This is an optimization exercise on Yosys and OpenROAD, whose aim is small area, not a production implementation. No functional check of the RTL was part of any run shown here. No activity file was given, so power comes from the tool's default toggle rates.

<file path="flow/design.v">
`timescale 1ns / 1ps
module  n4fpga_PWM_detection #(
	parameter				WIDTH = 20              
	) (
	input 					clock_3,                 
	input 					RGBval,                  
	input                   Reset,		             
	output reg	[WIDTH-1:0]	high_counter,		     
	output reg	[WIDTH-1:0]	low_counter              
	);
	reg			[WIDTH-1:0]	counter1;                 
	reg			[WIDTH-1:0]	counter2;                 
	reg 					lastval; 		          
always@(posedge clock_3) begin
if(Reset)begin                                        
    counter1<={WIDTH{1'b0}};                          
    counter2<={WIDTH{1'b0}};                          
    high_counter<={WIDTH{1'b0}};                      
    low_counter<={WIDTH{1'b0}};                       
    lastval<=1'b0;                                   
    end
else begin
	if (RGBval == 1'b1) begin                          
			if (lastval == 1'b0)                         
			begin
					high_counter<=counter1;                
					counter1<={WIDTH{1'b0}};                
					lastval<=1'b1;                          
			end
			else begin
					counter1 <= counter1 + 1'b1;            
					lastval<=1'b1;                          
			end
	end
	else begin                                              
			if(lastval==1'b1)                               
			begin
				low_counter <= counter2;                     
				counter2<={WIDTH{1'b0}};                     
				lastval<=1'b0;                               
			end
			else begin
				counter2<=counter2+1'b1;                     
				lastval<=1'b0;                               
			end
		end
end
end
endmodule
`timescale 1ns / 1ps
module color_wheel_pwm (
    input               clk,
    input               reset,           
    input               rgb_red,
    input               rgb_green,
    input               rgb_blue,
    output [19:0]       red_high,
    output [19:0]       red_low,
    output [19:0]       green_high,
    output [19:0]       green_low,
    output [19:0]       blue_high,
    output [19:0]       blue_low
);
n4fpga_PWM_detection #(.WIDTH(20)) Red
           (
               .clock_3(clk),
               .Reset(reset),
               .RGBval(rgb_red),
               .high_counter(red_high),
               .low_counter(red_low)
           );
n4fpga_PWM_detection #(.WIDTH(20)) Green
           (
               .clock_3(clk),
               .Reset(reset),
               .RGBval(rgb_green),
               .high_counter(green_high),
               .low_counter(green_low)
           );
n4fpga_PWM_detection #(.WIDTH(20)) Blue
           (
               .clock_3(clk),
               .Reset(reset),
               .RGBval(rgb_blue),
               .high_counter(blue_high),
               .low_counter(blue_low)
           );
endmodule
</file>
<file path="flow/constraint.sdc">
create_clock -name core_clock -period 6.0 [get_ports {clk}]
set_input_delay 1.2000 -clock core_clock [delete_from_list [all_inputs] [get_ports {clk}]]
set_output_delay 1.2000 -clock core_clock [all_outputs]
set_load 0.01 [all_outputs]
</file>
<file path="flow/run.sh">
#!/bin/bash
# synth_recipe.tcl (not shown) runs the flow's synth.tcl, then flattens the netlist and writes it again
# the make line also repeats each setting of config.mk as NAME=value (left out here)
make -C /OpenROAD-flow-scripts/flow DESIGN_CONFIG=/design/flow/config.mk WORK_HOME=/design/flow/orfs CLKGATE_MAP_FILE= SYNTH_SCRIPT=/design/flow/synth_recipe.tcl finish
</file>
<file path="flow/config.mk">
export PLATFORM = sky130hd
export DESIGN_NAME = color_wheel_pwm
export DESIGN_NICKNAME = color_wheel_pwm
export VERILOG_FILES = /design/flow/design.v
export SDC_FILE = /design/flow/constraint.sdc
export NUM_CORES = 4
export LEC_CHECK = 0
export CAP_MARGIN = 20
export CORE_MARGIN = 2
export CORE_UTILIZATION = 40
export SLEW_MARGIN = 20
</file>
==> results.cfg, run 1 <==
[yosys]
synth_common_cells = nand2_1 (280), dfxtp_1 (243), a21oi_1 (164), nor2_1 (79), clkbuf_1 (59)
syn-cell-area_um2 = 9590
ys.flop_type = dfxtp_1
synth.most_common_cell = nand2_1
yosysWarningCount = 1
ys_seq_elements = 243
seq_area_frac_synth_pct = 50.7
synth.avg_cell_area_um2 = 8.23
postSynthCellCount = 1165
synth_top_area_share_pct = 50.7
synthTopCellsByArea = dfxtp_1 (51%), nand2_1 (11%), a21oi_1 (8.6%)
synth_edf_count = 0
yosysUniqueCellTypes = 40
async_reset_ff_share_pct = 0
yosysTopAreaCell = dfxtp_1
syn_nets = 1176

[detailed_routing]
highest_layer = met4
first_pass_iters = 4
wl_per_cell_um = 13.2
vias_per_cell = 4.93
routed_wl_um = 21200
ant_nets = 0
drtIter0Drc = 362
wl_met1_um = 10500
num_vias = 7900
drc = 0
wl_met2_um = 9280
routed-wl-met3_um = 1030

[floorplanning]
io_pins = 125
start_util_pct = 40.7
die_width_um = 159
num_rows = 56
die_area_um2 = 25200
core-area_um2 = 23500
die_h_um = 159

[global_route]
first_global_vias = 7494
antenna_found_initial = 0
grt_pass1_wl_um = 36200
grt_max_degree = 75
grt_remaining_overflow = 0
grt.total_usage_pct = 16.5

[final_layout]
fin_util_pct = 50.6
final_nets = 1276
design_area_um2 = 11900
syn_to_final_growth_pct = 24.2
diodes = 0
drive_gt1_share_pct = 4.67

[clock_tree]
cts_tree = yes
cts_resized = 0
clk_path_buf_depth = 3
holdBufCountCts = 0
worst_skew_pair.late_latency_ns = 0.53
numCtsBuffers = 27
clk_pin_slew_ns = 0.06
cts_setup_buffers = 0
cts.sinks = 243
root_buffer = clkbuf_16
h-tree-depth = 1

[outcome]
status = finished clean

[worst_setup_path]
crit_slowest_cell = clkdlybuf4s50_1
critPathMaxFanout = 21
cp_top_family = simple AND/OR/NAND/NOR gates
cp.arrival_ns = 3.63
cp_cell_sequence = clkdlybuf4s50_1 > nand2b_1 > nand2b_1 > a21oi_1
path_common_cell = nand2b_1
crit_path_max_incr_delay_ns = 0.88
critPathBufInv = 1
path_class = input pin to register
crit_path_end_kind = register
required_ns = 6.44
startpoint_type = input pin

[job]
maxCapViolations = 0

[timing]
final-setup-viol-count = 0
max_slew_margin_pct = 43.4
finalHoldViolCount = 0
fin_setup_tns_ns = 0
rsz0062_at_grt = false
post-route-period-util_pct = 53.2
fin_ws_ns = 2.81
max_freq_ghz = 0.313
finClkSkew_ns = 0.0134
worst_pin_slew_ns = 0.849
period_minus_slack_ns = 3.19
final_max_slew_viol_count = 0

[pwr]
peakVddDrop_v = 0.000170
total_power_w = 0.00330
power_density_nw_per_um2 = 277
power_leakage_nw = 3.87

[placed_design]
placed_area_um2 = 11100
hpwl_um = 14000
routabilityCongestion = 0.765
place.port_buffers = 124
dp_slack_ns = 2.26

[hold_path]
hp-class = register to register
[cell type report]
type	instances	area, um^2
Clock buffer	40	774
Clock inverter	9	76.3
Timing Repair Buffer	134	1310
Sequential cell	243	4860
Multi-Input combinational cell	845	4440
Tap cell	319	399
Fill cell	2339	11600
Inverter	14	52.6
[worst register-to-register path, delay by kind of cell, from the launching register on]
kind | cells | cell delay (ns)
and+or+nand+nor | 2 | 1.33
DFF | 1 | 0.40
AOI/OAI and AO/OA | 1 | 0.31
[cell families after synthesis]
kind of cell	share of synthesized area (%)
buffers and inverters	3.05
and+or+nand+nor	27.7
DFF	50.7
xor gates and xnor gates	5.93
adders and majority gates	0.783
AOI/OAI and AO/OA	11.3
muxes	0.522
[final timing paths]
path	start	to	slack, ns	depth (start not counted)
worst max-delay path	rgb_green	Green.counter2[19]$_SDFFE_PP0N_	2.81	4
worst min-delay path	Blue.high_counter[14]$_SDFFE_PP0P_	Blue.high_counter[14]$_SDFFE_PP0P_	0.45	2
worst max register to register	Blue.lastval$_SDFF_PP0_	Blue.counter1[15]$_SDFFE_PP0P_	3.87	3
worst min register to register	Blue.high_counter[14]$_SDFFE_PP0P_	Blue.high_counter[14]$_SDFFE_PP0P_	0.45	2
[per-layer routing]
metal / GRT usage, % / up-vias
met5: 0 / -
met4: 3.72 / 0
met3: 3.68 / 27
met2: 26.8 / 113
met1: 22.4 / 3583
li1: - / 4177
[layout by cell type, fill, tap and decap left out, types with 14 or more instances in the layout]
| cell | count |
|---|---|
| nand2_1 | 280 |
| dfxtp_1 | 243 |
| a21oi_1 | 164 |
| clkdlybuf4s50_1 | 123 |
| nor2_1 | 79 |
| nand4_1 | 39 |
| or3_1 | 37 |
| xor2_1 | 35 |
| o21ai_0 | 33 |
| nand3_1 | 31 |
| xnor2_1 | 30 |
| clkbuf_16 | 27 |
| and4_1 | 14 |
| nand2b_1 | 14 |
| inv_1 | 14 |
[power by group]
group / leakage, nW / switching [W] / internal [W]
Clock: 0.420 / 0.000642 / 0.000933
Sequential: 1.96 / 0.00000968 / 0.00162
Combinational: 1.49 / 0.0000684 / 0.0000227
Total: 3.87 / 0.000720 / 0.00258
[metrics by stage]
stage	cells	hold slack, ns
floorplan	1165	0.432
global placement	1555	0.444
detailed placement	1555	0.446
CTS	1604	0.454
global route	1604	0.468
finish	1604	0.451
==> run 2: changes to the inputs <==
==> flow/design.v (replaced) <==
`timescale 1ns / 1ps
module  n4fpga_PWM_detection #(
	parameter				WIDTH = 20              
	) (
	input 					clock_3,
	input 					RGBval,                  
	input                   Reset,                   
	output reg	[WIDTH-1:0]	high_counter,            
	output reg	[WIDTH-1:0]	low_counter              
	);
	reg			[WIDTH-1:0]	run;                     
	reg			[WIDTH-1:0]	frz;                     
	reg 					lastval;                 
	wire edge_det = RGBval ^ lastval;
always @(posedge clock_3) begin
	lastval <= RGBval & ~Reset;
	if (Reset | edge_det)
		run <= {WIDTH{1'b0}};
	else
		run <= run + 1'b1;
	if (Reset)
		frz <= {WIDTH{1'b0}};
	else if (edge_det)
		frz <= run;
	if (Reset)
		high_counter <= {WIDTH{1'b0}};
	else if (edge_det & RGBval)
		high_counter <= frz;
	if (Reset)
		low_counter <= {WIDTH{1'b0}};
	else if (edge_det & ~RGBval)
		low_counter <= frz;
end
endmodule
`timescale 1ns / 1ps
module color_wheel_pwm (
    input               clk,
    input               reset,           
    input               rgb_red,
    input               rgb_green,
    input               rgb_blue,
    output [19:0]       red_high,
    output [19:0]       red_low,
    output [19:0]       green_high,
    output [19:0]       green_low,
    output [19:0]       blue_high,
    output [19:0]       blue_low
);
n4fpga_PWM_detection #(.WIDTH(20)) Red
           (
               .clock_3(clk),
               .Reset(reset),
               .RGBval(rgb_red),
               .high_counter(red_high),
               .low_counter(red_low)
           );
n4fpga_PWM_detection #(.WIDTH(20)) Green
           (
               .clock_3(clk),
               .Reset(reset),
               .RGBval(rgb_green),
               .high_counter(green_high),
               .low_counter(green_low)
           );
n4fpga_PWM_detection #(.WIDTH(20)) Blue
           (
               .clock_3(clk),
               .Reset(reset),
               .RGBval(rgb_blue),
               .high_counter(blue_high),
               .low_counter(blue_low)
           );
endmodule
==> results.cfg, run 2 <==
[outcome]
status = finished clean

[timing]
post-route-period-util_pct = 51.0
fin_setup_tns_ns = 0
timing.hold.ws_ns = 0.462
finalHoldViolCount = 0
max_freq_ghz = 0.327
final_max_slew_viol_count = 0
period_minus_slack_ns = 3.06
rsz0062_at_grt = false
final-setup-viol-count = 0
finClkSkew_ns = 0.00791
max_slew_margin_pct = 33.1
worst_pin_slew_ns = 1.00

[clock_tree]
worst_skew_pair.late_latency_ns = 0.52
holdBufCountCts = 0
h-tree-depth = 1
cts_tree = yes
clk_path_buf_depth = 3
clk_pin_slew_ns = 0.06
cts.sinks = 243
numCtsBuffers = 27
cts_setup_buffers = 0
cts_resized = 0
root_buffer = clkbuf_16

[pwr]
power_density_nw_per_um2 = 296
power_leakage_nw = 4.28
peakVddDrop_v = 0.000171

[worst_setup_path]
crit_path_max_incr_delay_ns = 0.63
cp.arrival_ns = 3.53
cp_top_family = simple AND/OR/NAND/NOR gates
required_ns = 6.47
path_class = input pin to register
worst-r2r-cell-count = 5
startpoint_type = input pin
critPathBufInv = 3
critPathMaxFanout = 22
crit_path_end_kind = register
crit_slowest_cell = or4_1
cp.depth = 7
cp_cell_sequence = clkdlybuf4s50_1 > inv_1 > ha_1 > buf_4 > nand2b_1 > or4_1 > nand2_1

[floorplanning]
start_util_pct = 41.1
die_width_um = 154
die_area_um2 = 23800
die_h_um = 154
core-area_um2 = 22000
num_rows = 54
io_pins = 125

[final_layout]
diodes = 0
final_common_cell = dfxtp_1
final_nets = 1026
nFillCells = 1944
drive_gt1_share_pct = 6.02
fin_util_pct = 51.8
mostFrequentLayoutCells = dfxtp_1 (243), nor2_1 (226), mux2i_1 (182)
syn_to_final_growth_pct = 26.0
layout.cells.non_filler = 1310

[yosys]
ys.flop_type = dfxtp_1
synth.avg_cell_area_um2 = 10.0
synthTopCellsByArea = dfxtp_1 (54%), mux2i_1 (20%), nor2_1 (9.4%)
synth_common_cells = dfxtp_1 (243), nor2_1 (226), mux2i_1 (182), clkbuf_1 (38), xnor2_1 (27)
syn-cell-area_um2 = 9020
synth_edf_count = 0
async_reset_ff_share_pct = 0
postSynthCellCount = 899
yosysTopAreaCell = dfxtp_1
synth.most_common_cell = dfxtp_1
ys_seq_elements = 243
yosysWarningCount = 1
synth_top_area_share_pct = 53.9
yosysUniqueCellTypes = 33
syn_nets = 913
seq_area_frac_synth_pct = 53.9

[placed_design]
hpwl_um = 12100
place.port_buffers = 124
dpl.cell_count = 1263
routabilityCongestion = 0.750

[detailed_routing]
first_pass_iters = 6
vias_per_cell = 4.85
num_vias = 6359
drtIter0Drc = 281
ant_nets = 0
drc = 0
routed_wl_um = 18600
wl_per_cell_um = 14.2

[global_route]
grt.total_usage_pct = 15.5
first_global_vias = 5950
grt_max_degree = 130
grt_pass1_wl_um = 31300
antenna_found_initial = 0
grt_remaining_overflow = 0

[job]
maxCapViolations = 0

[hold_path]
hp-class = register to register
hold_depth = 1
[run 2: worst paths after layout]
check	from	to	slack, ns
setup / recovery	rgb_red	Red.run[16]$_SDFF_PP0_	2.94
setup reg to reg	Red.lastval$_DFF_P_	Red.run[16]$_SDFF_PP0_	3.86
hold reg to reg	Blue.run[0]$_SDFF_PP0_	Blue.run[0]$_SDFF_PP0_	0.46
hold / removal	Blue.run[0]$_SDFF_PP0_	Blue.run[0]$_SDFF_PP0_	0.46
[run 2: cells by family (layout without fill, tap and decap cells)]
group                    count (synthesis)  count (layout)  share of synthesized area, %
AND/OR/NAND/NOR                        332             332                          16.4
flip-flops                             243             243                          53.9
multiplexers                           182             182                          20.2
buffers and inverters                   66             197                          2.90
XOR/XNOR                                36              36                          3.50
AO/OA/AOI/OAI                           31              31                          1.87
adder cells (fa/ha/maj)                  9               9                          1.25
[run 2: where the power goes]
group	total [W]	switching, W	leakage, nW	internal, W
combinational	0.000127	0.0000794	1.88	0.0000477
sequential	0.00163	0.00000636	1.96	0.00162
clock	0.00161	0.000635	0.441	0.000976
total	0.00336	0.000721	4.28	0.00264
[run 2: worst reg2reg max path, cell delays in order (launching register included)]
cell and delay, ns:
dfxtp_1 0.31, ha_1 0.27, buf_4 0.33, nand2b_1 0.48
or4_1 0.63, nand2_1 0.07
[run 2: per-stage QoR]
stage          setup slack (ns)  power (W)  instance area [um^2]
6_report                   2.94    0.00337                 11400
5_1_grt                    2.76    0.00349                 11400
3_3_place_gp               2.35    0.00179                 10500
4_1_cts                    2.88    0.00341                 11400
2_1_floorplan              3.61    0.00176                  9020
3_5_place_dp               2.33    0.00179                 10500
[run 2: area by class of cell]
type	instances	area (um^2)	share of cell area [%]
tap	280	350	3.08
clock buffer	40	815	7.17
inverter	17	63.8	0.561
clock inverter	7	67.6	0.594
sequential	243	4860	42.8
timing repair buffer	133	1310	11.5
multi-input combinational	590	3900	34.3
[run 2: routing by layer]
layer / vias up / share of wire, % / global-route usage (%) / routed length (um)
met5: - / 0 / 0 / 0
met4: 0 / 2.0 / 3.74 / 366
met3: 23 / 4.6 / 3.49 / 863
met2: 122 / 43 / 24.3 / 8100
met1: 2968 / 50 / 21.9 / 9320
li1: 3246 / - / - / -
==> run 3: changes to the inputs <==
--- a/flow/config.mk
+++ b/flow/config.mk
@@ -5,7 +5,10 @@
 export SDC_FILE = /design/flow/constraint.sdc
 export NUM_CORES = 4
 export LEC_CHECK = 0
+export ABC_AREA = 1
+export ABC_CLOCK_PERIOD_IN_PS = 6000
 export CAP_MARGIN = 20
 export CORE_MARGIN = 2
 export CORE_UTILIZATION = 40
+export CTS_BUF_LIST = sky130_fd_sc_hd__clkbuf_4 sky130_fd_sc_hd__clkbuf_8
 export SLEW_MARGIN = 20
==> results.cfg, run 3 <==
[outcome]
status = finished clean

[pwr]
power_density_nw_per_um2 = 327
seqPwrFrac_pct = 47.7
p_clk_share_pct = 43.5
peakVddDrop_v = 0.000156
internal-power_w = 0.00279
switchingPower_w = 0.000900
pwr-share-comb_pct = 8.8
power_leakage_nw = 4.38
switching_share_pct = 24.4

[detailed_routing]
first_pass_iters = 5
drc = 0
drtIter0Drc = 459
num_vias = 7857
wl_per_cell_um = 14.4
ant_nets = 0
routed_wl_um = 23300
vias_per_cell = 4.87

[global_route]
busiest_layer = met2
use_met1_pct = 25.6
grt_pass1_wl_um = 37900
antenna_found_initial = 0
grt_remaining_overflow = 0
use_met2_pct = 32.5
grt_max_degree = 82
global_route.usage.met3_pct = 3.75
first_global_vias = 7318
grt.total_usage_pct = 19.5

[timing]
max_freq_ghz = 0.308
fin_setup_tns_ns = 0
timing.hold.ws_ns = 0.468
max_slew_margin_pct = 38.3
final-setup-viol-count = 0
worst_pin_slew_ns = 0.922
rsz0062_at_grt = false
fin_ws_ns = 2.75
finClkSkew_ns = 0.0152
final_max_slew_viol_count = 0
period_minus_slack_ns = 3.25
post-route-period-util_pct = 54.2
finalHoldViolCount = 0

[placed_design]
place.port_buffers = 124
dp_slack_ns = 2.18
hpwl_um = 15800
placed_area_um2 = 10400
routabilityCongestion = 0.838

[worst_setup_path]
cp_cell_sequence = clkdlybuf4s50_1 > inv_1 > ha_1 > inv_2 > nor2_1 > inv_1 > a21oi_1
critPathMaxFanout = 36
crit_slowest_cell = nor2_1
startpoint_type = input pin
crit_path_end_kind = register
crit_path_max_incr_delay_ns = 0.77
cp_top_family = buffers and inverters
path_class = input pin to register
path_common_cell = inv_1
cp.arrival_ns = 3.71
required_ns = 6.46
critPathBufInv = 4

[clock_tree]
clk_pin_slew_ns = 0.06
numCtsBuffers = 41
clk_path_buf_depth = 3
cts.sinks = 243
cts_tree = yes
h-tree-depth = 2
worst_skew_pair.late_latency_ns = 0.53
cts_setup_buffers = 0
holdBufCountCts = 0
root_buffer = clkbuf_8
cts_resized = 0

[final_layout]
diodes = 0
syn_to_final_growth_pct = 25.5
design_area_um2 = 11300
mostFrequentLayoutCells = nor2_1 (366), dfxtp_1 (243), o21ai_0 (198)
fin_util_pct = 51.3
seq_area_um2 = 4860
drive_gt1_share_pct = 6.76
multiInputGateArea_um2 = 3600
nFillCells = 2196
final_nets = 1316
final_common_cell = nor2_1

[floorplanning]
num_rows = 54
start_util_pct = 40.9
die_h_um = 154
io_pins = 125
die_area_um2 = 23700
core-area_um2 = 22000
die_width_um = 154

[hold_path]
hp-class = register to register

[yosys]
synthTopCellsByArea = dfxtp_1 (54%), nor2_1 (15%), o21ai_0 (11%)
postSynthCellCount = 1188
synth.most_common_cell = nor2_1
synth-simple-area-share_pct = 22.4
ys_seq_elements = 243
ys.flop_type = dfxtp_1
syn_nets = 1202
yosysUniqueCellTypes = 20
yosysWarningCount = 1
async_reset_ff_share_pct = 0
synthAdderAreaFrac_pct = 1.25
syn-cell-area_um2 = 8980
synth-xor-area-share_pct = 0.195
synth_common_cells = nor2_1 (366), dfxtp_1 (243), o21ai_0 (198), nand2_1 (99), a21oi_1 (80)
seq_area_frac_synth_pct = 54.2
synth_top_area_share_pct = 54.2
synth_edf_count = 0
synth_compound_area_share_pct = 16.2
synthMuxAreaShare_pct = 0
yosysTopAreaCell = dfxtp_1
synth_top_family_by_area = simple AND/OR/NAND/NOR gates
synth.avg_cell_area_um2 = 7.56

[job]
maxCapViolations = 0
-- run 3: final cells by class --
| type | instances | share of cell area [%] |
|---|---|---|
| clock buffers | 67 | 7.62 |
| clock inverters | 6 | 0.510 |
| inverters | 75 | 2.52 |
| multi-input cells | 815 | 31.9 |
| flip-flops and latches | 243 | 43.1 |
| well taps | 280 | 3.11 |
| repair buffers | 126 | 11.1 |
-- run 3: cells by family (layout without fill, tap and decap cells) --
group | count (synthesis) | count (layout)
xor+xnor | 2 | 2
simple gates | 514 | 514
flops | 243 | 243
buf+inv | 130 | 274
fa+ha+maj | 9 | 9
compound gates | 290 | 290
-- run 3: layer usage --
metal / part of all wire [%] / wire length (um)
met1: 47 / 11000
met2: 47 / 10900
met3: 3.8 / 889
met4: 2.2 / 516
met5: 0 / 0
-- run 3: power groups by stage --
stage | Sequential [W] | Clock (W) | Combinational, W
finish | 0.00176 | 0.00160 | 0.000324
global placement | 0.00180 | 0 | 0.000323
detailed placement | 0.00179 | 0 | 0.000326
global route | 0.00177 | 0.00171 | 0.000364
CTS | 0.00176 | 0.00164 | 0.000328
floorplan | 0.00180 | 0 | 0.000162
-- run 3: final timing paths --
kind	startpoint	to	slack, ns	cells after the start
hold / removal	Blue.run[0]$_SDFF_PP0_	Blue.run[0]$_SDFF_PP0_	0.47	1
setup reg to reg	Red.lastval$_DFF_P_	Red.run[15]$_SDFF_PP0_	3.67	5
setup / recovery	rgb_red	Red.run[15]$_SDFF_PP0_	2.75	7
hold reg to reg	Blue.run[0]$_SDFF_PP0_	Blue.run[0]$_SDFF_PP0_	0.47	1
-- run 3: per-stage QoR --
step           cells  power (W)
3_3_place_gp    1539    0.00212
3_5_place_dp    1539    0.00212
5_1_grt         1612    0.00385
4_1_cts         1612    0.00373
6_report        1612    0.00369
2_1_floorplan   1188    0.00196

-- what the ideal ports hide --
How much do the figures lean on ideal ports? The routed layouts below were timed once more, with nothing changed but the port constraints. Step 1: set_driving_cell puts a clkbuf_16 on clk and a buf_2 on each other input, an assumption about the parent block. Step 2, shift: input delay + t, output delay - t, t = (earliest + latest rising clock arrival at the registers) / 2. This alone moves slack from input paths to output paths. Slacks: ideal / step 1 / step 2; pairs: ideal / step 1.
| run | t (ns) | setup slack, ns | worst setup path after step 2 |
|---|---|---|---|
| run 1 | 0.568 | 2.805 / 2.808 / 2.240 | input to register |
| run 2 | 0.559 | 2.939 / 2.956 / 2.396 | input to register |
| run 3 | 0.569 | 2.748 / 2.771 / 2.202 | input to register |
After both steps setup and hold are still met in every run listed. The setup slack of run 1, which loses most, moves by +0.003 ns with the drivers and by -0.565 ns with both steps.
